Context: an optimization exercise on an open-source flow, tuned for small area, a short achievable clock period and few clock cycles. The choices shown serve that exercise and are no tape-out recipe.
Function was checked by simulation only, so behaviour that the tests miss may differ from the original.
Power figures rest on the tool's default switching activity, not on a simulated workload.

Setup of trial 1:
Design locknet_rsa, start of the top module:
module locknet_rsa(
    input         PCLK,
    input         PRESETN,
    input         PSEL,
    input         PENABLE,
    input         PWRITE,
    input  [7:0]  PADDR,
    input  [31:0] PWDATA,
    output [31:0] PRDATA,
    output        PREADY,
    output        PSLVERR,
    output        FABINT
);
==> flow/config.mk <==
export PLATFORM = sky130hd
export DESIGN_NAME = locknet_rsa
export DESIGN_NICKNAME = locknet_rsa
export VERILOG_FILES = /design/flow/design.v
export SDC_FILE = /design/flow/constraint.sdc
export NUM_CORES = 4
export LEC_CHECK = 0
export ABC_CLOCK_PERIOD_IN_PS = 4000
export CAP_MARGIN = 20
export CORE_MARGIN = 2
export CORE_UTILIZATION = 65
export CTS_BUF_LIST = sky130_fd_sc_hd__clkbuf_8
export CTS_CLUSTER_SIZE = 20
export PLACE_DENSITY = 0.75
export SETUP_SLACK_MARGIN = 5
export SLEW_MARGIN = 20
==> flow/constraint.sdc <==
create_clock -name core_clock -period 10.0 [get_ports {PCLK}]
set_input_delay 2.0000 -clock core_clock [delete_from_list [all_inputs] [get_ports {PCLK}]]
set_output_delay 2.0000 -clock core_clock [all_outputs]
set_load 0.01 [all_outputs]
run.sh (not shown) runs the stock make flow with config.mk's settings and CLKGATE_MAP_FILE= SYNTH_SCRIPT=/design/flow/synth_recipe.tcl, a recipe that flattens the netlist after the stock synthesis.
Testbench counts of trial 1, summed over its fixed seeds: cycles 25,460.
> inputs changed (trial 1 -> build 51)
Settings: SETUP_SLACK_MARGIN now 4.6, was 5.
Results
Between trial 1 and build 51, the met2 routing resource usage after global routing is lower for build 51.
Build 51 vs trial 1, instance count on the critical path went up by 1.
The insertion delay to the later sink of the worst-skew pair was comparable across trial 1 and build 51.
Side by side, weighted congestion reported at the end of routability-driven placement turned out higher in build 51 than in trial 1.
[compare] base=trial 1 new=build 51: area of combinational cells with multiple inputs fell by 2.1%; total non-filler cell area in the finished layout -0.0016 sq mm; combinational share of power saw a decrease.
Compared to trial 1, the router laid down less metal wire for build 51.
Trial 1 → build 51: area overhead of the layout relative to synthesis -3.8 points; utilization -2.5 points; register area essentially unchanged.


Another version of the RTL of locknet_rsa (not shown whole).
Size: roughly 480 flip-flops, about 80 I/O pins, ~39,000 sq um of cells after synthesis.
clock: 10.0 ns
lec_check: 0
abc_clock_period_in_ps: 4000
cap_margin: 20
core_margin: 2
core_utilization: 65
place_density: 0.75
setup_slack_margin: 5
slew_margin: 20
The starting point completed with no timing, DRC or antenna violations.
Testbench counts at the start, summed over its fixed seeds: cycles 28,016.
Change:
CTS_BUF_LIST = sky130_fd_sc_hd__clkbuf_8   (was not set)
CTS_CLUSTER_SIZE = 20   (was not set)
SETUP_SLACK_MARGIN = 4.6   (was 5)
Cell area is lower by 3.9%. Wire length shrinks by 6.7%. Clock power decreases by about 6%. Synthesized area stays the same. Non-clock buffer count falls by 79. Count of clock-buffer cells in the layout goes up by 33. First-iteration DRC count decreases by 19%.
Change:
CORE_UTILIZATION = 50   (was 65)
CTS_BUF_LIST = not set   (was sky130_fd_sc_hd__clkbuf_8)
CTS_CLUSTER_SIZE = not set   (was 20)
PLACE_DENSITY = 0.65   (was 0.75)
SETUP_SLACK_MARGIN = 5   (was 4.6)
Result: Via count is higher by 3.7%; clock power goes up by 11%; global-route usage is lower by 5.8 points; routed wire length went up by 14%; flip-flop and latch count does not change; cell count grows by 8.2%; final area goes up by 9.8%; die area is higher by 29%; non-clock buffer count is higher by 149; first-iteration DRC count rises by 16%.


== alpha ==
Starting RTL as in the previous note.
==> flow/design.v (excerpt) <==
module locknet_rsa(
    input         PCLK,
    input         PRESETN,
    input         PSEL,
    input         PENABLE,
    input         PWRITE,
    input  [7:0]  PADDR,
    input  [31:0] PWDATA,
    output [31:0] PRDATA,
    output        PREADY,
    output        PSLVERR,
    output        FABINT
);
assign PREADY  = 1'b1;
assign PSLVERR = 1'b0;
wire wr   = PSEL & PENABLE & PWRITE;
wire wsel = wr & (PADDR[7:5] == 3'b000) & (PADDR[1:0] == 2'b00);
rsa rsa_0(
    .clk(PCLK),
    .nreset(PRESETN),
    .wr_bs (wsel & (PADDR[4:2] == 3'b010)),    
    .wr_msg(wsel & (PADDR[4:2] == 3'b011)),    
    .wr_mod(wsel & (PADDR[4:2] == 3'b100)),    
    .wr_exp(wsel & (PADDR[4:2] == 3'b101)),    
    .wr_res(wsel & (PADDR[4:2] == 3'b110)),    
    .wr_ctl(wsel & (PADDR[4:2] == 3'b111)),    
    .wdata(PWDATA),
    .raddr(PADDR),
    .rdata(PRDATA),
    .fabint(FABINT)
);
endmodule
Settings: LEC_CHECK=0, ABC_CLOCK_PERIOD_IN_PS=4000, CAP_MARGIN=20, CORE_MARGIN=2, CORE_UTILIZATION=65, CTS_BUF_LIST=sky130_fd_sc_hd__clkbuf_8, CTS_CLUSTER_SIZE=30, PLACE_DENSITY=0.75, SETUP_SLACK_MARGIN=4.8, SLEW_MARGIN=20; clock period 10.0 ns.
Testbench counts of alpha, summed over its fixed seeds: cycles 28,016.
## Diff of input files: beta against alpha
- swapping 30 for 20 in CTS_CLUSTER_SIZE
- swapping 4.8 for 5 in SETUP_SLACK_MARGIN
Both conditions hold for beta: the flow ran to the end and the final layout passed the timing, DRC and antenna checks. In the reports for alpha and beta, the larger post-CTS repair timing setup buffer count belongs to beta. In the metrics for alpha and beta, the one carrying the higher setup slack is alpha. Looking at total power across alpha and beta, the one that comes out higher is alpha. In beta the largest incremental delay on the critical path turned out 0.06 ns lower than in alpha. Multi-input gate share of the layout cell area delta (alpha -> beta): insignificant. The lower share of total power in the clock network of alpha and beta is in beta. The period utilization reported for beta is greater than that of alpha by 0.38 points. Summary — combinational fraction of design power, beta relative to alpha: higher, by 0.3 points.

[what the ideal ports hide]
Ports are ideal in the flow. The routed layouts listed here were re-timed in OpenROAD. Step 1 sets driving cells, clkbuf_16 on the clock port and buf_2 on the other inputs (assumed; they add their load-dependent delay and slew). Step 2 also shifts input and output timing later by t, the mid clock arrival at the registers, as if the neighbouring blocks saw the same clock. a / b / c = no drivers / after step 1 / after step 2; a / b = the first two.
run	t, ns	slack for setup (ns)	worst hold slack (ns)	slew at the worst register clock pin (ns)
trial 1	0.784	4.678 / 4.678 / 4.678	0.526 / 0.526 / 0.526	0.07 / 0.07
build 51	0.778	4.536 / 4.536 / 4.536	0.495 / 0.495 / 0.495	0.07 / 0.07
the first run of note 2	0.693	4.607 / 4.607 / 4.607	0.519 / 0.519 / 0.519	0.07 / 0.07
the second run of note 2	0.758	4.616 / 4.616 / 4.616	0.507 / 0.507 / 0.507	0.08 / 0.08
the third run of note 2	0.704	4.609 / 4.609 / 4.609	0.510 / 0.510 / 0.510	0.07 / 0.07
alpha	0.772	4.683 / 4.683 / 4.683	0.513 / 0.513 / 0.513	0.08 / 0.08
beta	0.771	4.646 / 4.646 / 4.646	0.518 / 0.518 / 0.518	0.07 / 0.07
After both steps every run listed still meets setup and hold.
